Background: an optimization exercise with open tools, aiming at small area, a short achievable clock period and few clock cycles per item. Do not read the settings as production practice. Function was checked by simulation only, so behaviour that the tests miss may differ from the original.

## flow/design.v (module list and top-level ports; edited modules follow where they fit)
// module net_4_8_12_16_16_1_10: 754 lines
// module mulp: 14 lines
// module acc: 14 lines
// module padd16: 88 lines
// module padd16c: 90 lines
module net_4_8_12_16_16_1_10(clk, reset, input_valid, input_ready, input_data, output_valid, output_ready, output_data);
  // ...
==> flow/run.sh <==
#!/bin/bash
# synth_recipe.tcl (not shown) runs the flow's synth.tcl, then flattens the netlist and writes it again
# the make line also repeats each setting of config.mk as NAME=value (left out here)
make -C /OpenROAD-flow-scripts/flow DESIGN_CONFIG=/design/flow/config.mk WORK_HOME=/design/flow/orfs CLKGATE_MAP_FILE= SYNTH_SCRIPT=/design/flow/synth_recipe.tcl finish
==> flow/config.mk <==
export PLATFORM = sky130hd
export DESIGN_NAME = net_4_8_12_16_16_1_10
export DESIGN_NICKNAME = net_4_8_12_16_16_1_10
export VERILOG_FILES = /design/flow/design.v
export SDC_FILE = /design/flow/constraint.sdc
export NUM_CORES = 4
export LEC_CHECK = 0
export CAP_MARGIN = 20
export CORE_MARGIN = 2
export CORE_UTILIZATION = 40
export SETUP_SLACK_MARGIN = 4.5
export SLEW_MARGIN = 20
==> flow/constraint.sdc <==
create_clock -name core_clock -period 8.0 [get_ports {clk}]
set_input_delay 1.6000 -clock core_clock [delete_from_list [all_inputs] [get_ports {clk}]]
set_output_delay 1.6000 -clock core_clock [all_outputs]
set_load 0.01 [all_outputs]
==> summary.txt, run 1 <==
# TYPE chip_impl_metric gauge
chip_impl_info{name="outcome",value="timing/DRC/antenna clean"} 1
chip_impl_info{name="cts.root.buffer_cell",value="clkbuf_16"} 1
chip_impl_metric{name="clkTransAtPathRegs",unit="ps"} 60
chip_impl_metric{name="cp_num_cells",unit=""} 12
chip_impl_metric{name="number_of_combinational_gates_with_multiple_inputs",unit=""} 5951
chip_impl_metric{name="initial_antenna_violation_count",unit=""} 22
chip_impl_info{name="worstSetupEndpoint",value="fo3_9"} 1
chip_impl_metric{name="synth_compound_area_share",unit="%"} 18.33
chip_impl_metric{name="cts-buffers-inserted",unit=""} 152
chip_impl_metric{name="antenna_cells_inserted",unit=""} 10
chip_impl_info{name="crit_path_start",value="fo3_8"} 1
chip_impl_metric{name="final.period_utilization",unit="%"} 44.05
chip_impl_metric{name="num_vias",unit=""} 63930
chip_impl_metric{name="yosys.area_share.simple",unit="%"} 9.092
chip_impl_metric{name="overflow",unit=""} 0
chip_impl_metric{name="yosys.area.top_type_share",unit="%"} 41.49
chip_impl_info{name="cpMaxStageDelayCell",value="edfxtp_1"} 1
chip_impl_metric{name="detail_route.drc_violations",unit=""} 0
chip_impl_metric{name="setup_ws",unit="ps"} 4476
chip_impl_info{name="rsz0062_at_grt",value="true"} 1
chip_impl_metric{name="post-route-cell-area",unit="sq um"} 99430
chip_impl_metric{name="routed_wire_length_per_instance",unit="microns"} 21.79
chip_impl_metric{name="fmax",unit="GHz"} 0.2838
chip_impl_info{name="timing_worst_setup_path_type",value="flip-flop to flip-flop"} 1
chip_impl_metric{name="start_util",unit="%"} 40.20
chip_impl_metric{name="synth_seq_area_share",unit="%"} 44.54
chip_impl_metric{name="clock_tree_area_fraction",unit="%"} 5.046
chip_impl_metric{name="fp.dieArea",unit="sq um"} 224100
chip_impl_metric{name="regArea",unit="sq um"} 39450
chip_impl_info{name="worst_hold_path.endpoint",value="fvs[3]"} 1
chip_impl_metric{name="grt_first_pass_wirelength",unit="microns"} 368000
chip_impl_info{name="largest_class",value="multi-input gates"} 1
chip_impl_metric{name="buf_share",unit="%"} 3.303
chip_impl_info{name="highest-signal-layer",value="met5"} 1
chip_impl_info{name="synth.most_common_cell",value="edfxtp_1"} 1
Testbench counts, summed over its fixed seeds: cycles 15,792, items 960.
==> run 2: changes to the inputs <==
--- a/flow/config.mk
+++ b/flow/config.mk
@@ -10,3 +10,3 @@
 export CORE_UTILIZATION = 40
-export SETUP_SLACK_MARGIN = 4.5
+export SETUP_SLACK_MARGIN = 4.8
 export SLEW_MARGIN = 20
==> run 2 against run 1 <==
Effect of this change: wire length up 3.2%; clock-buffer cell count is the same; critical path depth did not move; sequential cell count unchanged; global-route usage increased by 0.46 points; critical path type unchanged; largest cell class unchanged.
==> summary.txt, run 2 <==
# TYPE chip_impl_metric gauge
chip_impl_info{name="min-delay-start",value="fvs[3]"} 1
chip_impl_metric{name="drtAntennaViolNets",unit=""} 0
chip_impl_metric{name="regArea",unit="sq um"} 39590
chip_impl_info{name="timing_worst_setup_path_type",value="flip-flop to flip-flop"} 1
chip_impl_metric{name="post_cts_hold_buffer_count",unit=""} 0
chip_impl_metric{name="dpl_cell_area",unit="sq um"} 90560
chip_impl_metric{name="fp.dieArea",unit="sq um"} 224100
chip_impl_metric{name="io_pins",unit=""} 38
chip_impl_metric{name="num_vias",unit=""} 65670
chip_impl_metric{name="post_synth_instance_area",unit="sq um"} 88150
chip_impl_metric{name="per_instance_average_area_after_synthesis",unit="sq um"} 10.59
chip_impl_info{name="rsz0062_at_grt",value="true"} 1
chip_impl_info{name="synthDominantAreaCellType",value="edfxtp_1"} 1
chip_impl_metric{name="max_slew_headroom_at_the_worst_pin",unit="%"} 12.73
chip_impl_info{name="layout.cells.most_common",value="edfxtp_1"} 1
chip_impl_info{name="start_kind",value="flip-flop"} 1
chip_impl_metric{name="violation_count_after_the_first_detailed_route_iteration",unit=""} 5963
chip_impl_metric{name="core_area",unit="sq um"} 219300
chip_impl_metric{name="firstDrtPassIters",unit=""} 6
chip_impl_metric{name="timing_worst_slew_pin_value",unit="ps"} 1309
chip_impl_metric{name="route.final.wire_length",unit="microns"} 252800
chip_impl_metric{name="final-max-slew-violation-count",unit=""} 0
chip_impl_metric{name="gp_routability_congestion",unit=""} 0.9298
chip_impl_info{name="synth.cells.most_frequent",value="1218 x edfxtp_1, 802 x xnor2_1, 569 x o21ai_0"} 1
chip_impl_metric{name="totalNegativeSetupSlack",unit="ps"} 0
chip_impl_metric{name="chipHeight",unit="microns"} 473.4
chip_impl_metric{name="port_buffers",unit=""} 36
chip_impl_metric{name="routed_wire_length_per_instance",unit="microns"} 21.92
chip_impl_metric{name="grt_pass1_vias",unit=""} 62130
chip_impl_metric{name="grt_first_pass_wirelength",unit="microns"} 376000
chip_impl_info{name="cts_tree",value="built"} 1
chip_impl_metric{name="count_of_synthesis_stage_warnings_from_yosys",unit=""} 1
chip_impl_info{name="launch_instance_of_the_worst_register_to_register_path",value="fo3_8"} 1
chip_impl_metric{name="detail_route.drc_violations",unit=""} 0
chip_impl_metric{name="synth_seq_area_share",unit="%"} 44.54
chip_impl_info{name="synth.most_common_cell",value="edfxtp_1"} 1
chip_impl_metric{name="std_cell_rows",unit=""} 172
chip_impl_info{name="commonest_cells_after_routing_fill_and_taps_aside",value="1218 x edfxtp_1, 723 x xnor2_1, 515 x ha_1"} 1
chip_impl_metric{name="multi_input_comb_area",unit="sq um"} 48360
chip_impl_metric{name="sinks_on_the_clock_net",unit=""} 1352
chip_impl_metric{name="final_setup_violation_count",unit=""} 0
chip_impl_metric{name="routed_via_density",unit=""} 5.693
chip_impl_metric{name="areaGrowthSynthToFinish",unit="%"} 18.04
chip_impl_metric{name="clkTransAtPathRegs",unit="ps"} 60
chip_impl_metric{name="start_util",unit="%"} 40.20
chip_impl_metric{name="post_route_cells_drive_above_1_share",unit="%"} 20.25
chip_impl_metric{name="fmax",unit="GHz"} 0.2844
chip_impl_metric{name="critical_path_peak_fanout",unit=""} 3
chip_impl_metric{name="synth_fp_nets",unit=""} 9019
chip_impl_metric{name="ys_types",unit=""} 94
chip_impl_metric{name="worst-endpoint-required",unit="ps"} 8560
chip_impl_metric{name="fill_cells",unit=""} 19530
chip_impl_metric{name="clock_skew",unit="ps"} 31.45
chip_impl_info{name="end_kind",value="flip-flop"} 1
chip_impl_metric{name="fp.dieW",unit="microns"} 473.4
chip_impl_metric{name="hold_viol_final",unit=""} 0
chip_impl_metric{name="nets",unit=""} 9224
chip_impl_metric{name="grt_start_max_net_pins",unit=""} 171
chip_impl_info{name="cts.root.buffer_cell",value="clkbuf_16"} 1
chip_impl_metric{name="synthesis.instances",unit=""} 8323
chip_impl_metric{name="yosys.area.top_type_share",unit="%"} 41.49
chip_impl_metric{name="dp.final_hpwl",unit="microns"} 173100
chip_impl_metric{name="synth_enable_flop_cells",unit=""} 1218
chip_impl_metric{name="initial_antenna_violation_count",unit=""} 20
chip_impl_metric{name="cts.htree.levels",unit=""} 4
chip_impl_metric{name="cts-buffers-inserted",unit=""} 152
chip_impl_info{name="yosys_most_used_dff",value="edfxtp_1"} 1
chip_impl_metric{name="post-route-cell-area",unit="sq um"} 104100
chip_impl_info{name="crit_path_start",value="fo3_8"} 1
chip_impl_metric{name="ys_async_sr_fraction",unit="%"} 0
chip_impl_info{name="yosys-top-cells-area",value="edfxtp_1 41%, xnor2_1 8.0%, ha_1 7.8%"} 1
chip_impl_info{name="hp-class",value="flip-flop to flip-flop"} 1
chip_impl_metric{name="grt_util_all_layers",unit="%"} 21.58
chip_impl_metric{name="r2r_setup_slack",unit="ps"} 4480
chip_impl_metric{name="clock_latency_on_the_worst_skew_pair",unit="ps"} 820
chip_impl_metric{name="timing.critical_path.arrival",unit="ps"} 4080
chip_impl_metric{name="final.period_utilization",unit="%"} 43.95
chip_impl_metric{name="finalCriticalPeriod",unit="ps"} 3516
chip_impl_info{name="outcome",value="timing/DRC/antenna clean"} 1
chip_impl_metric{name="max-cap-violations",unit=""} 0
chip_impl_metric{name="overflow",unit=""} 0
chip_impl_metric{name="cts_max_path_buffers",unit=""} 3
chip_impl_metric{name="ys_seq_elements",unit=""} 1352
## run 2: cell type report
type / count / area share, %
clock inverter: 93 / 0.9596
tap: 2871 / 3.452
sequential: 1352 / 38.05
timing repair buffer: 646 / 5.643
multi-input combinational: 5951 / 46.47
antenna: 8 / 0.01924
inverter: 425 / 1.542
clock buffer: 188 / 3.862
## run 2: through the flow
step	cells	setup slack, ps	utilization, %	hold WS, ps
final	11530	4484	47.45	473.9
after global placement	10720	3100	41.30	436.3
after global routing	11530	4336	47.44	493.6
after floorplan	8323	-3604	-	432.1
after CTS	11300	4368	45.75	471.9
after detailed placement	10720	3133	41.30	450.8
## run 2: metal layers
| layer | track usage (%) | wire length (microns) |
|---|---|---|
| met3 | 3.052 | 14480 |
| met4 | 8.102 | 9769 |
| met2 | 36.19 | 122000 |
| met5 | 0 | 11 |
| met1 | 28.21 | 106500 |
## run 2: path summary, 6_finish.rpt
check,endpoint,cells past startpoint
min,fvs[3],2
max,fo3_9,12
max reg2reg,fo3_9,12
min reg2reg,fvs[3],2
## run 2: repair_timing
item / 4_1_cts / 5_1_grt
buffers inserted: 291 / 219
endpoints found under the setup margin: 592 / 476
pin swaps: 229 / 280
gates resized for setup: 632 / 437
endpoints found under the hold margin: 0 / 0
cloned: 11 / 5
## run 2: cells by family (layout without fill, tap and decap cells)
family                   count (synthesis)  after routing  share of synthesized area, %
multiplexers                           190            190                         2.370
XOR/XNOR                              1057           1057                         10.53
AND/OR/NAND/NOR                       1613           1613                         9.092
adder cells (fa/ha/maj)                678            678                         10.73
buffers and inverters                 1020           1352                         4.410
other                                    1              9                      0.004254
flip-flops                            1352           1352                         44.54
AO/OA/AOI/OAI                         2412           2412                         18.33
## run 2: worst max-delay path, stage by stage, from the launching register on
cell	delay (ps)
edfxtp_1	440
mux2i_2	230
fa_2	230
inv_2	40
fa_2	370
a21o_1	160
a21o_1	190
a2111oi_4	410
nor3_2	90
o31a_1	280
o41a_1	370
a221oi_2	330
o32ai_2	110
==> run 3: changes to the inputs <==
--- a/flow/config.mk
+++ b/flow/config.mk
@@ -10,3 +10,3 @@
 export CORE_UTILIZATION = 40
-export SETUP_SLACK_MARGIN = 4.8
+export SETUP_SLACK_MARGIN = 4.3
 export SLEW_MARGIN = 20
==> run 3 against run 2 <==
Effect of this change: still clean; global-route usage down 0.66 points; critical path type unchanged; critical path depth unchanged; highest routed layer unchanged.
==> summary.txt, run 3 <==
# TYPE chip_impl_metric gauge
chip_impl_metric{name="post-route-cell-area",unit="sq um"} 97960
chip_impl_metric{name="ys_types",unit=""} 94
chip_impl_metric{name="post_cts_hold_buffer_count",unit=""} 0
chip_impl_metric{name="synth_compound_area_share",unit="%"} 18.33
chip_impl_metric{name="synthesis.instances",unit=""} 8323
chip_impl_info{name="outcome",value="timing/DRC/antenna clean"} 1
chip_impl_metric{name="placement.setup.worst_slack",unit="ps"} 3133
chip_impl_metric{name="firstDrtPassIters",unit=""} 7
chip_impl_metric{name="timing.critical_path.arrival",unit="ps"} 4180
chip_impl_info{name="synth.most_common_cell",value="edfxtp_1"} 1
chip_impl_info{name="cp_top_family",value="compound AO/OA/AOI/OAI gates"} 1
chip_impl_metric{name="grt_start_max_net_pins",unit=""} 171
chip_impl_metric{name="fraction_of_synthesized_area_in_multiplexers",unit="%"} 2.370
chip_impl_info{name="min-delay-start",value="fvs[3]"} 1
chip_impl_metric{name="drtAntennaViolNets",unit=""} 0
chip_impl_metric{name="overflow",unit=""} 0
chip_impl_metric{name="fill_cells",unit=""} 20080
chip_impl_metric{name="synth_seq_area_share",unit="%"} 44.54
chip_impl_info{name="worstPathCellList",value="mux2i_2 > fa_1 > inv_1 > fa_1 > a21o_1 > a21o_1 > a2111o_1 > a311oi_4 > o21ai_2 > nor4_1 > nor3_1 > mux2_2"} 1
chip_impl_metric{name="clkTransAtPathRegs",unit="ps"} 60
chip_impl_metric{name="grt_first_pass_wirelength",unit="microns"} 364500
chip_impl_metric{name="finalCriticalPeriod",unit="ps"} 3630
chip_impl_metric{name="cpPeakStageDelay",unit="ps"} 450
chip_impl_metric{name="post_synth_instance_area",unit="sq um"} 88150
chip_impl_info{name="end_kind",value="flip-flop"} 1
chip_impl_metric{name="cts-buffers-inserted",unit=""} 152
chip_impl_metric{name="port_buffers",unit=""} 36
chip_impl_info{name="yosys-top-cells-area",value="edfxtp_1 41%, xnor2_1 8.0%, ha_1 7.8%"} 1
chip_impl_metric{name="cts_max_path_buffers",unit=""} 3
chip_impl_metric{name="gp_routability_congestion",unit=""} 0.9298
chip_impl_metric{name="clock_latency_on_the_worst_skew_pair",unit="ps"} 820
chip_impl_metric{name="yosys.area.top_type_share",unit="%"} 41.49
chip_impl_metric{name="fmax",unit="GHz"} 0.2755
chip_impl_metric{name="r2r_setup_slack",unit="ps"} 4370
chip_impl_metric{name="fp.dieW",unit="microns"} 473.4
chip_impl_info{name="cpMaxStageDelayCell",value="edfxtp_1"} 1
chip_impl_metric{name="synth-adder-area-share",unit="%"} 10.73
chip_impl_info{name="rsz0062_at_grt",value="true"} 1
chip_impl_info{name="commonest_cells_after_routing_fill_and_taps_aside",value="1218 x edfxtp_1, 797 x xnor2_1, 542 x a22oi_1"} 1
chip_impl_info{name="largest_family_of_logic_cells_by_synthesized_area",value="compound AO/OA/AOI/OAI gates"} 1
chip_impl_metric{name="cp_num_cells",unit=""} 12
chip_impl_metric{name="max-cap-violations",unit=""} 0
chip_impl_metric{name="routed_via_density",unit=""} 5.680
chip_impl_info{name="yosys_most_used_dff",value="edfxtp_1"} 1
chip_impl_info{name="cts_tree",value="built"} 1
chip_impl_info{name="synthDominantAreaCellType",value="edfxtp_1"} 1
chip_impl_metric{name="clock_skew",unit="ps"} 34.35
chip_impl_metric{name="routed_wire_length_per_instance",unit="microns"} 21.75
chip_impl_info{name="cts.root.buffer_cell",value="clkbuf_16"} 1
chip_impl_metric{name="setup_ws",unit="ps"} 4370
chip_impl_metric{name="per_instance_average_area_after_synthesis",unit="sq um"} 10.59
chip_impl_metric{name="io_pins",unit=""} 38
chip_impl_metric{name="std_cell_rows",unit=""} 172
chip_impl_metric{name="yosys.area_share.simple",unit="%"} 9.092
chip_impl_metric{name="start_util",unit="%"} 40.20
chip_impl_metric{name="dp.final_hpwl",unit="microns"} 173100
chip_impl_metric{name="critical_path_peak_fanout",unit=""} 4
chip_impl_metric{name="detail_route.drc_violations",unit=""} 0
chip_impl_metric{name="worst-path-buf-inv",unit=""} 1
chip_impl_metric{name="areaGrowthSynthToFinish",unit="%"} 11.14
chip_impl_info{name="rr_endpoint",value="fob_7"} 1
chip_impl_metric{name="synth_fp_nets",unit=""} 9019
chip_impl_info{name="worst_hold_path.endpoint",value="fvs[3]"} 1
chip_impl_metric{name="num_vias",unit=""} 63350
chip_impl_metric{name="count_of_synthesis_stage_warnings_from_yosys",unit=""} 1
chip_impl_info{name="launch_instance_of_the_worst_register_to_register_path",value="fob_6"} 1
chip_impl_metric{name="max_slew_headroom_at_the_worst_pin",unit="%"} 16.59
chip_impl_info{name="layout.cells.most_common",value="edfxtp_1"} 1
chip_impl_metric{name="initial_antenna_violation_count",unit=""} 22
chip_impl_metric{name="final.period_utilization",unit="%"} 45.38
chip_impl_metric{name="dpl_cell_area",unit="sq um"} 90560
chip_impl_metric{name="violation_count_after_the_first_detailed_route_iteration",unit=""} 5711
chip_impl_info{name="start_kind",value="flip-flop"} 1
chip_impl_metric{name="core_area",unit="sq um"} 219300
chip_impl_metric{name="synthXorXnorAreaFrac",unit="%"} 10.53
chip_impl_info{name="hp-class",value="flip-flop to flip-flop"} 1
chip_impl_metric{name="hold_viol_final",unit=""} 0
chip_impl_metric{name="synth_enable_flop_cells",unit=""} 1218
chip_impl_metric{name="sinks_on_the_clock_net",unit=""} 1352
chip_impl_metric{name="grt_util_all_layers",unit="%"} 20.91
chip_impl_metric{name="final-max-slew-violation-count",unit=""} 0
chip_impl_metric{name="final_setup_violation_count",unit=""} 0
chip_impl_metric{name="worst-endpoint-required",unit="ps"} 8550
chip_impl_metric{name="ys_async_sr_fraction",unit="%"} 0
chip_impl_metric{name="totalNegativeSetupSlack",unit="ps"} 0
chip_impl_metric{name="post_route_cells_drive_above_1_share",unit="%"} 11.11
chip_impl_metric{name="hold_depth",unit=""} 2
chip_impl_metric{name="cts.htree.levels",unit=""} 4
chip_impl_info{name="synth.cells.most_frequent",value="1218 x edfxtp_1, 802 x xnor2_1, 569 x o21ai_0"} 1
chip_impl_metric{name="route.final.wire_length",unit="microns"} 242500
chip_impl_metric{name="rr_worst_depth",unit=""} 12
chip_impl_metric{name="chipHeight",unit="microns"} 473.4
chip_impl_metric{name="nets",unit=""} 8847
chip_impl_metric{name="ys_seq_elements",unit=""} 1352
chip_impl_metric{name="fp.dieArea",unit="sq um"} 224100
chip_impl_metric{name="timing_worst_slew_pin_value",unit="ps"} 1251
chip_impl_metric{name="grt_pass1_vias",unit=""} 60240
chip_impl_info{name="timing_worst_setup_path_type",value="flip-flop to flip-flop"} 1
## run 3: cell counts after synthesis
Identical to the previous run, type by type.
## run 3: metrics by stage
stage	hold WS [ps]	std cells	util [%]
3_3_place_gp	436.3	10720	41.30
5_1_grt	493.3	11150	44.67
2_1_floorplan	432.1	8323	-
3_5_place_dp	450.8	10720	41.30
4_1_cts	471.9	11040	43.93
6_report	474.2	11150	44.67
## run 3: final cells by class
type	instances	area (sq um)	share of cell area [%]
repair buffers	269	2394	2.443
clock inverters	93	998.5	1.019
diodes	5	12.51	0.01277
inverters	425	1607	1.640
well taps	2871	3592	3.667
flip-flops and latches	1352	39370	40.19
multi-input cells	5951	45970	46.92
clock buffers	188	4019	4.102
## run 3: cells by family (layout without fill, tap and decap cells)
group	after synthesis	after routing
AOI/OAI and AO/OA	2412	2412
xor gates and xnor gates	1057	1057
adders and majority gates	678	678
buffers and inverters	1020	975
DFF	1352	1352
muxes	190	190
other	1	6
and+or+nand+nor	1613	1613
## run 3: worst min-delay path, stage by stage, from the launching register on
cell	delay, ps
dfxtp_1	320
nand2_1	50
a21oi_1	60
## run 3: repair_timing
item / 4_1_cts / 5_1_grt
pin swaps: 8 / 71
setup buffers: 43 / 101
hold endpoints to repair: 0 / 0
gates cloned: 0 / 5
gates resized for setup: 120 / 197
setup endpoints to repair: 165 / 229
## run 3: worst max-delay path by stage
stage	startpoint	to
after floorplan	v1	cb_7[2]
after global placement	c3_10[5]	pr3_10[9]
after detailed placement	c3_10[5]	pr3_10[9]
after CTS	c3_10[3]	pr3_10[9]
after global routing	cb_0[5]	prb_0[15]
final	fob_6	fob_7
## run 3: per-layer routing
| layer | routed length (microns) | GRT usage, % | vias up |
|---|---|---|---|
| li1 | - | - | 30230 |
| met1 | 105000 | 27.65 | 30910 |
| met3 | 12790 | 2.833 | 385 |
| met2 | 115600 | 34.92 | 1828 |
| met4 | 9162 | 7.606 | 2 |
| met5 | 13 | 0 | - |
==> run 4: changes to the inputs <==
--- a/flow/config.mk
+++ b/flow/config.mk
@@ -9,4 +9,5 @@
 export CORE_MARGIN = 2
-export CORE_UTILIZATION = 40
-export SETUP_SLACK_MARGIN = 4.3
+export CORE_UTILIZATION = 65
+export PLACE_DENSITY = 0.75
+export SETUP_SLACK_MARGIN = 4.5
 export SLEW_MARGIN = 20
==> run 4 against run 3 <==
Effect of this change: still clean; worst setup slack better by 68 ps; fmax increased by 1.9%; via count grew 3.0%; synthesized cell count did not move; clock skew decreased by 8.3 ps; global-route usage increased by 12 points; area after synthesis stayed put; sequential share of layout area is essentially flat; critical path type unchanged.
==> summary.txt, run 4 <==
# TYPE chip_impl_metric gauge
chip_impl_info{name="outcome",value="timing/DRC/antenna clean"} 1
chip_impl_metric{name="sinks_on_the_clock_net",unit=""} 1352
chip_impl_metric{name="core_area",unit="sq um"} 135000
chip_impl_metric{name="placement.setup.worst_slack",unit="ps"} 3614
chip_impl_metric{name="post_cts_hold_buffer_count",unit=""} 0
chip_impl_metric{name="initial_antenna_violation_count",unit=""} 18
chip_impl_metric{name="firstDrtPassIters",unit=""} 8
chip_impl_info{name="timing_worst_setup_path_type",value="flip-flop to flip-flop"} 1
chip_impl_metric{name="post-route-cell-area",unit="sq um"} 98270
chip_impl_metric{name="synth_enable_flop_cells",unit=""} 1218
chip_impl_metric{name="worst-endpoint-required",unit="ps"} 8540
chip_impl_metric{name="finalCriticalPeriod",unit="ps"} 3563
chip_impl_metric{name="final.period_utilization",unit="%"} 44.53
chip_impl_metric{name="fmax",unit="GHz"} 0.2807
chip_impl_metric{name="final-max-slew-violation-count",unit=""} 0
chip_impl_metric{name="hold_viol_final",unit=""} 0
chip_impl_metric{name="ys_types",unit=""} 94
chip_impl_info{name="synth.cells.most_frequent",value="1218 x edfxtp_1, 802 x xnor2_1, 569 x o21ai_0"} 1
chip_impl_info{name="cts.root.buffer_cell",value="clkbuf_16"} 1
chip_impl_metric{name="detail_route.drc_violations",unit=""} 0
chip_impl_metric{name="chipHeight",unit="microns"} 372.3
chip_impl_info{name="layout.cells.most_common",value="edfxtp_1"} 1
chip_impl_metric{name="hold_ws",unit="ps"} 456.3
chip_impl_metric{name="port_buffers",unit=""} 36
chip_impl_metric{name="setup_ws",unit="ps"} 4437
chip_impl_metric{name="critical_path_peak_fanout",unit=""} 4
chip_impl_info{name="largest_family_of_logic_cells_by_synthesized_area",value="compound AO/OA/AOI/OAI gates"} 1
chip_impl_metric{name="yosys.area.top_type_share",unit="%"} 41.49
chip_impl_metric{name="violation_count_after_the_first_detailed_route_iteration",unit=""} 6475
chip_impl_metric{name="synthXorXnorAreaFrac",unit="%"} 10.53
chip_impl_metric{name="grt_util_all_layers",unit="%"} 33.03
chip_impl_metric{name="num_vias",unit=""} 65240
chip_impl_metric{name="synth_compound_area_share",unit="%"} 18.33
chip_impl_metric{name="timing_worst_slew_pin_value",unit="ps"} 1233
chip_impl_info{name="yosys_most_used_dff",value="edfxtp_1"} 1
chip_impl_metric{name="grt_start_max_net_pins",unit=""} 176
chip_impl_metric{name="routed_wire_length_per_instance",unit="microns"} 23.26
chip_impl_metric{name="cts-buffers-inserted",unit=""} 144
chip_impl_metric{name="dp.final_hpwl",unit="microns"} 162900
chip_impl_metric{name="synth_fp_nets",unit=""} 9019
chip_impl_metric{name="max-cap-violations",unit=""} 0
chip_impl_metric{name="ys_async_sr_fraction",unit="%"} 0
chip_impl_metric{name="count_of_synthesis_stage_warnings_from_yosys",unit=""} 1
chip_impl_metric{name="areaGrowthSynthToFinish",unit="%"} 11.48
chip_impl_metric{name="dpl_cell_area",unit="sq um"} 89200
chip_impl_info{name="hp-class",value="flip-flop to flip-flop"} 1
chip_impl_info{name="end_kind",value="flip-flop"} 1
chip_impl_metric{name="drtAntennaViolNets",unit=""} 0
chip_impl_metric{name="post_synth_instance_area",unit="sq um"} 88150
chip_impl_metric{name="rr_worst_depth",unit=""} 12
chip_impl_metric{name="grt_pass1_vias",unit=""} 61380
chip_impl_metric{name="totalNegativeSetupSlack",unit="ps"} 0
chip_impl_metric{name="start_util",unit="%"} 65.31
chip_impl_metric{name="nets",unit=""} 8943
chip_impl_metric{name="fp.dieW",unit="microns"} 372.3
chip_impl_metric{name="std_cell_rows",unit=""} 135
chip_impl_metric{name="cts_max_path_buffers",unit=""} 3
chip_impl_metric{name="grt_first_pass_wirelength",unit="microns"} 351500
chip_impl_info{name="synthDominantAreaCellType",value="edfxtp_1"} 1
chip_impl_metric{name="fraction_of_synthesized_area_in_multiplexers",unit="%"} 2.370
chip_impl_metric{name="gp_routability_congestion",unit=""} 0.9380
chip_impl_metric{name="overflow",unit=""} 0
chip_impl_metric{name="timing.critical_path.arrival",unit="ps"} 4100
chip_impl_info{name="cts_tree",value="built"} 1
chip_impl_metric{name="clock_latency_on_the_worst_skew_pair",unit="ps"} 800
chip_impl_info{name="synth.most_common_cell",value="edfxtp_1"} 1
chip_impl_metric{name="yosys.area_share.simple",unit="%"} 9.092
chip_impl_metric{name="synth-adder-area-share",unit="%"} 10.73
chip_impl_metric{name="hold_depth",unit=""} 2
chip_impl_metric{name="ys_seq_elements",unit=""} 1352
chip_impl_metric{name="io_pins",unit=""} 38
chip_impl_info{name="commonest_cells_after_routing_fill_and_taps_aside",value="1218 x edfxtp_1, 776 x xnor2_1, 536 x ha_1"} 1
chip_impl_metric{name="final_setup_violation_count",unit=""} 0
chip_impl_metric{name="synth_seq_area_share",unit="%"} 44.54
chip_impl_metric{name="clock_skew",unit="ps"} 26.01
chip_impl_metric{name="routed_via_density",unit=""} 6.421
chip_impl_info{name="start_kind",value="flip-flop"} 1
chip_impl_metric{name="fp.dieArea",unit="sq um"} 138600
chip_impl_metric{name="cts.htree.levels",unit=""} 4
chip_impl_metric{name="max_slew_headroom_at_the_worst_pin",unit="%"} 17.82
chip_impl_metric{name="per_instance_average_area_after_synthesis",unit="sq um"} 10.59
chip_impl_metric{name="clkTransAtPathRegs",unit="ps"} 60
chip_impl_metric{name="post_route_cells_drive_above_1_share",unit="%"} 14.05
chip_impl_metric{name="synthesis.instances",unit=""} 8323
chip_impl_info{name="yosys-top-cells-area",value="edfxtp_1 41%, xnor2_1 8.0%, ha_1 7.8%"} 1
chip_impl_metric{name="route.final.wire_length",unit="microns"} 236400
chip_impl_info{name="rsz0062_at_grt",value="true"} 1
chip_impl_metric{name="fill_cells",unit=""} 9266
## run 4: routing by layer
layer / GRT usage, % / routed length [microns] / vias to the layer above / part of all wire, %
li1: - / - / 30420 / -
met1: 43.20 / 94330 / 31470 / 40
met2: 53.23 / 110600 / 2735 / 47
met3: 5.423 / 18260 / 615 / 7.7
met4: 16.86 / 13110 / 4 / 5.5
met5: 0 / 23 / - / 0.0097
## run 4: cell type report
class / instances / area (sq um) / share of cell area [%]
flip-flops and latches: 1352 / 39450 / 40.14
clock inverters: 93 / 1085 / 1.104
clock buffers: 177 / 3840 / 3.908
well taps: 1781 / 2228 / 2.268
inverters: 425 / 1614 / 1.642
multi-input cells: 5951 / 46640 / 47.46
repair buffers: 373 / 3400 / 3.459
diodes: 8 / 20.02 / 0.02037
## run 4: worst paths after layout
| kind | slack (ps) | to | start |
|---|---|---|---|
| max | 4440 | fo3_9 | fo3_8 |
| min | 460 | fvs[2] | fvs[1] |
| max reg2reg | 4440 | fo3_9 | fo3_8 |
| min reg2reg | 460 | fvs[2] | fvs[1] |
## run 4: critical path, stage by stage (launching register included)
cell,delay (ps)
edfxtp_1,460
mux2i_2,230
fa_2,240
inv_2,40
fa_2,360
a21o_1,170
a21o_1,200
a2111oi_4,350
nor3_2,100
o31a_1,300
o41a_1,410
a221oi_2,310
o32ai_1,130
## run 4: per-stage QoR
step | utilization, % | std cells
after floorplan | - | 8323
after global placement | 66.09 | 9631
after detailed placement | 66.10 | 9631
after CTS | 71.24 | 10030
after global routing | 72.80 | 10150
final | 72.81 | 10160
## run 4: kinds of logic (layout without fill, tap and decap cells)
| logic type | Yosys count | count (layout) |
|---|---|---|
| XOR/XNOR | 1057 | 1057 |
| buffers and inverters | 1020 | 1068 |
| flip-flops | 1352 | 1352 |
| multiplexers | 190 | 190 |
| AO/OA/AOI/OAI | 2412 | 2412 |
| adder cells (fa/ha/maj) | 678 | 678 |
| AND/OR/NAND/NOR | 1613 | 1613 |
| other | 1 | 9 |
## run 4: repair_timing
item,CTS,global route
endpoints found under the setup margin,299,273
pin swaps,97,136
resized for setup,278,269
gates cloned,3,8
setup buffers,123,117
==> run 5: changes to the inputs <==
--- a/flow/config.mk
+++ b/flow/config.mk
@@ -9,4 +9,5 @@
 export CORE_MARGIN = 2
-export CORE_UTILIZATION = 65
-export PLACE_DENSITY = 0.75
+export CORE_UTILIZATION = 40
+export CTS_CLUSTER_DIAMETER = 100
+export CTS_CLUSTER_SIZE = 22
 export SETUP_SLACK_MARGIN = 4.5
==> run 5 against run 4 <==
Effect of this change: sequential cell count did not move; non-clock buffer count down 2; via count shrank 3.1%; synthesized cell count did not move; die area rose by 62%; worst setup slack improved by 38 ps.
==> summary.txt, run 5 <==
# TYPE chip_impl_metric gauge
chip_impl_info{name="outcome",value="timing/DRC/antenna clean"} 1
chip_impl_metric{name="grt_start_max_net_pins",unit=""} 171
chip_impl_metric{name="fp.dieArea",unit="sq um"} 224100
chip_impl_metric{name="fmax",unit="GHz"} 0.2837
chip_impl_metric{name="post_cts_hold_buffer_count",unit=""} 0
chip_impl_metric{name="max-cap-violations",unit=""} 0
chip_impl_metric{name="dp.final_hpwl",unit="microns"} 173100
chip_impl_info{name="synthDominantAreaCellType",value="edfxtp_1"} 1
chip_impl_metric{name="post_synth_instance_area",unit="sq um"} 88150
chip_impl_metric{name="synthesis.instances",unit=""} 8323
chip_impl_metric{name="hold_depth",unit=""} 2
chip_impl_metric{name="overflow",unit=""} 0
chip_impl_metric{name="worst-path-buf-inv",unit=""} 1
chip_impl_info{name="worstPathCellList",value="mux2i_2 > fa_2 > inv_2 > fa_2 > a21o_1 > a21o_1 > a2111oi_4 > nor3_2 > o31a_1 > o41a_1 > a221oi_2 > o32ai_2"} 1
chip_impl_info{name="cpMaxStageDelayCell",value="edfxtp_1"} 1
chip_impl_info{name="cts_tree",value="built"} 1
chip_impl_metric{name="ys_seq_elements",unit=""} 1352
chip_impl_metric{name="synth_seq_area_share",unit="%"} 44.54
chip_impl_metric{name="cts-buffers-inserted",unit=""} 77
chip_impl_metric{name="dpl_cell_area",unit="sq um"} 90560
chip_impl_metric{name="synth_enable_flop_cells",unit=""} 1218
chip_impl_info{name="yosys-top-cells-area",value="edfxtp_1 41%, xnor2_1 8.0%, ha_1 7.8%"} 1
chip_impl_metric{name="routed_via_density",unit=""} 5.689
chip_impl_info{name="rsz0062_at_grt",value="true"} 1
chip_impl_metric{name="critical_path_peak_fanout",unit=""} 3
chip_impl_metric{name="grt_first_pass_wirelength",unit="microns"} 365600
chip_impl_metric{name="start_util",unit="%"} 40.20
chip_impl_metric{name="ys_async_sr_fraction",unit="%"} 0
chip_impl_metric{name="fraction_of_synthesized_area_in_multiplexers",unit="%"} 2.370
chip_impl_metric{name="max_slew_headroom_at_the_worst_pin",unit="%"} 15.45
chip_impl_metric{name="fp.dieW",unit="microns"} 473.4
chip_impl_metric{name="yosys.area_share.simple",unit="%"} 9.092
chip_impl_metric{name="synth_fp_nets",unit=""} 9019
chip_impl_info{name="largest_family_of_logic_cells_by_synthesized_area",value="compound AO/OA/AOI/OAI gates"} 1
chip_impl_metric{name="cpPeakStageDelay",unit="ps"} 460
chip_impl_metric{name="synth_compound_area_share",unit="%"} 18.33
chip_impl_info{name="yosys_most_used_dff",value="edfxtp_1"} 1
chip_impl_metric{name="std_cell_rows",unit=""} 172
chip_impl_metric{name="finalCriticalPeriod",unit="ps"} 3524
chip_impl_info{name="cp_top_family",value="compound AO/OA/AOI/OAI gates"} 1
chip_impl_info{name="timing_worst_setup_path_type",value="flip-flop to flip-flop"} 1
chip_impl_metric{name="post-route-cell-area",unit="sq um"} 96910
chip_impl_metric{name="final-max-slew-violation-count",unit=""} 0
chip_impl_metric{name="worst-endpoint-required",unit="ps"} 8480
chip_impl_metric{name="grt_pass1_vias",unit=""} 59920
chip_impl_metric{name="violation_count_after_the_first_detailed_route_iteration",unit=""} 5829
chip_impl_info{name="synth.most_common_cell",value="edfxtp_1"} 1
chip_impl_metric{name="areaGrowthSynthToFinish",unit="%"} 9.945
chip_impl_metric{name="yosys.area.top_type_share",unit="%"} 41.49
chip_impl_info{name="start_kind",value="flip-flop"} 1
chip_impl_metric{name="synth-adder-area-share",unit="%"} 10.73
chip_impl_metric{name="final.period_utilization",unit="%"} 44.05
chip_impl_info{name="cts.root.buffer_cell",value="clkbuf_16"} 1
chip_impl_metric{name="chipHeight",unit="microns"} 473.4
chip_impl_metric{name="initial_antenna_violation_count",unit=""} 22
chip_impl_metric{name="hold_viol_final",unit=""} 0
chip_impl_metric{name="per_instance_average_area_after_synthesis",unit="sq um"} 10.59
chip_impl_metric{name="rr_worst_depth",unit=""} 12
chip_impl_metric{name="timing_worst_slew_pin_value",unit="ps"} 1268
chip_impl_metric{name="ys_types",unit=""} 94
chip_impl_metric{name="drtAntennaViolNets",unit=""} 0
chip_impl_metric{name="core_area",unit="sq um"} 219300
chip_impl_metric{name="routed_wire_length_per_instance",unit="microns"} 21.92
chip_impl_metric{name="final_setup_violation_count",unit=""} 0
chip_impl_metric{name="gp_routability_congestion",unit=""} 0.9298
chip_impl_metric{name="post_route_cells_drive_above_1_share",unit="%"} 12.26
chip_impl_metric{name="detail_route.drc_violations",unit=""} 0
chip_impl_metric{name="clock_skew",unit="ps"} 45.84
chip_impl_info{name="hp-class",value="flip-flop to flip-flop"} 1
chip_impl_metric{name="timing.critical_path.arrival",unit="ps"} 4010
chip_impl_metric{name="synthXorXnorAreaFrac",unit="%"} 10.53
chip_impl_metric{name="clock_latency_on_the_worst_skew_pair",unit="ps"} 740
chip_impl_metric{name="io_pins",unit=""} 38
chip_impl_info{name="synth.cells.most_frequent",value="1218 x edfxtp_1, 802 x xnor2_1, 569 x o21ai_0"} 1
chip_impl_metric{name="firstDrtPassIters",unit=""} 7
chip_impl_metric{name="cp_num_cells",unit=""} 12
chip_impl_metric{name="count_of_synthesis_stage_warnings_from_yosys",unit=""} 1
chip_impl_metric{name="cts_max_path_buffers",unit=""} 3
chip_impl_metric{name="sinks_on_the_clock_net",unit=""} 1352
chip_impl_info{name="commonest_cells_after_routing_fill_and_taps_aside",value="1218 x edfxtp_1, 781 x xnor2_1, 537 x ha_1"} 1
chip_impl_metric{name="nets",unit=""} 8874
chip_impl_metric{name="clkTransAtPathRegs",unit="ps"} 90
chip_impl_metric{name="num_vias",unit=""} 63200
chip_impl_info{name="end_kind",value="flip-flop"} 1
chip_impl_info{name="layout.cells.most_common",value="edfxtp_1"} 1
chip_impl_metric{name="route.final.wire_length",unit="microns"} 243500
chip_impl_metric{name="cts.htree.levels",unit=""} 3
chip_impl_metric{name="grt_util_all_layers",unit="%"} 20.93
chip_impl_metric{name="port_buffers",unit=""} 36
==> run 5: cell counts after synthesis <==
No cell type changed its count.
==> run 5: through the flow <==
stage	cells	util [%]	setup WS, ps	setup TNS (ps)	hold WS [ps]
after detailed placement	10720	41.30	3133	0	450.8
final	11110	44.19	4476	0	467.0
after global placement	10720	41.30	3100	0	436.3
after global routing	11110	44.19	4321	0	490.1
after CTS	10970	43.27	4319	0	463.9
after floorplan	8323	-	-3604	-2537880	432.1
==> run 5: cell type report <==
class	count	area, sq um
fill	20130	122400
multi-input combinational	5951	46440
sequential	1352	39460
tap	2871	3592
timing repair buffer	371	3413
clock buffer	110	2082
inverter	425	1604
clock inverter	23	304.0
antenna	6	15.01
==> run 5: final timing paths <==
check                             from      to  slack [ps]
worst max-delay path             fo3_8   fo3_9        4480
worst min-delay path            fvs[3]  fvs[3]         470
worst max register to register   fo3_8   fo3_9        4480
worst min register to register  fvs[3]  fvs[3]         470
==> run 5: cell families after synthesis <==
kind of cell / after synthesis
adder cells (fa/ha/maj): 678
other: 1
AO/OA/AOI/OAI: 2412
XOR/XNOR: 1057
AND/OR/NAND/NOR: 1613
flip-flops: 1352
buffers and inverters: 1020
multiplexers: 190
==> run 5: repair_timing <==
action / in CTS / in global routing
setup endpoints to repair: 318 / 274
pin swaps: 96 / 119
resized for setup: 277 / 230
gates cloned: 4 / 6
setup buffers: 116 / 125
==> run 5: routing by layer <==
metal	track usage, %	up-vias	wire (microns)
li1	-	30210	-
met1	27.74	30860	104900
met2	35.40	1774	115800
met3	2.564	351	12990
met4	6.914	8	9734
met5	0	-	46
==> run 5: worst register-to-register path, stage by stage, from the launching register on <==
cell,delay (ps)
edfxtp_1,460
mux2i_2,230
fa_2,230
inv_2,40
fa_2,370
a21o_1,160
a21o_1,190
a2111oi_4,430
nor3_2,80
o31a_1,270
o41a_1,370
a221oi_2,330
o32ai_2,110

==> static timing again, ports no longer ideal <==
In the flow no input, the clock included, has a driving cell. The finished layouts below were timed again as built, in two steps.
Step 1 sets driving cells, clkbuf_16 on the clock port and buf_2 on the other inputs (assumed; they add their load-dependent delay and slew).
Step 2 moves the port delays by t, midway between the first and last clock arrival at a register: inputs arrive t later, outputs are due t later. That takes back most of the time a late clock gives input paths.
a / b / c = ideal ports / drivers / drivers and shift; a / b = the first two.
run	shift t [ns]	slack for setup (ns)	worst register clock-pin slew, ns	pins driven straight from the clock port
run 1	0.893	4.476 / 4.476 / 4.476	0.07 / 0.07	1
run 2	0.896	4.484 / 4.484 / 4.475	0.07 / 0.07	1
run 3	0.897	4.370 / 4.366 / 4.370	0.08 / 0.08	1
run 4	0.879	4.437 / 4.437 / 4.437	0.07 / 0.07	1
run 5	0.821	4.476 / 4.476 / 4.431	0.10 / 0.10	1
After both steps every run listed still meets setup and hold. For run 5, which loses most, drivers alone change the setup slack by 0.000 ns; drivers and shift together by -0.045 ns.
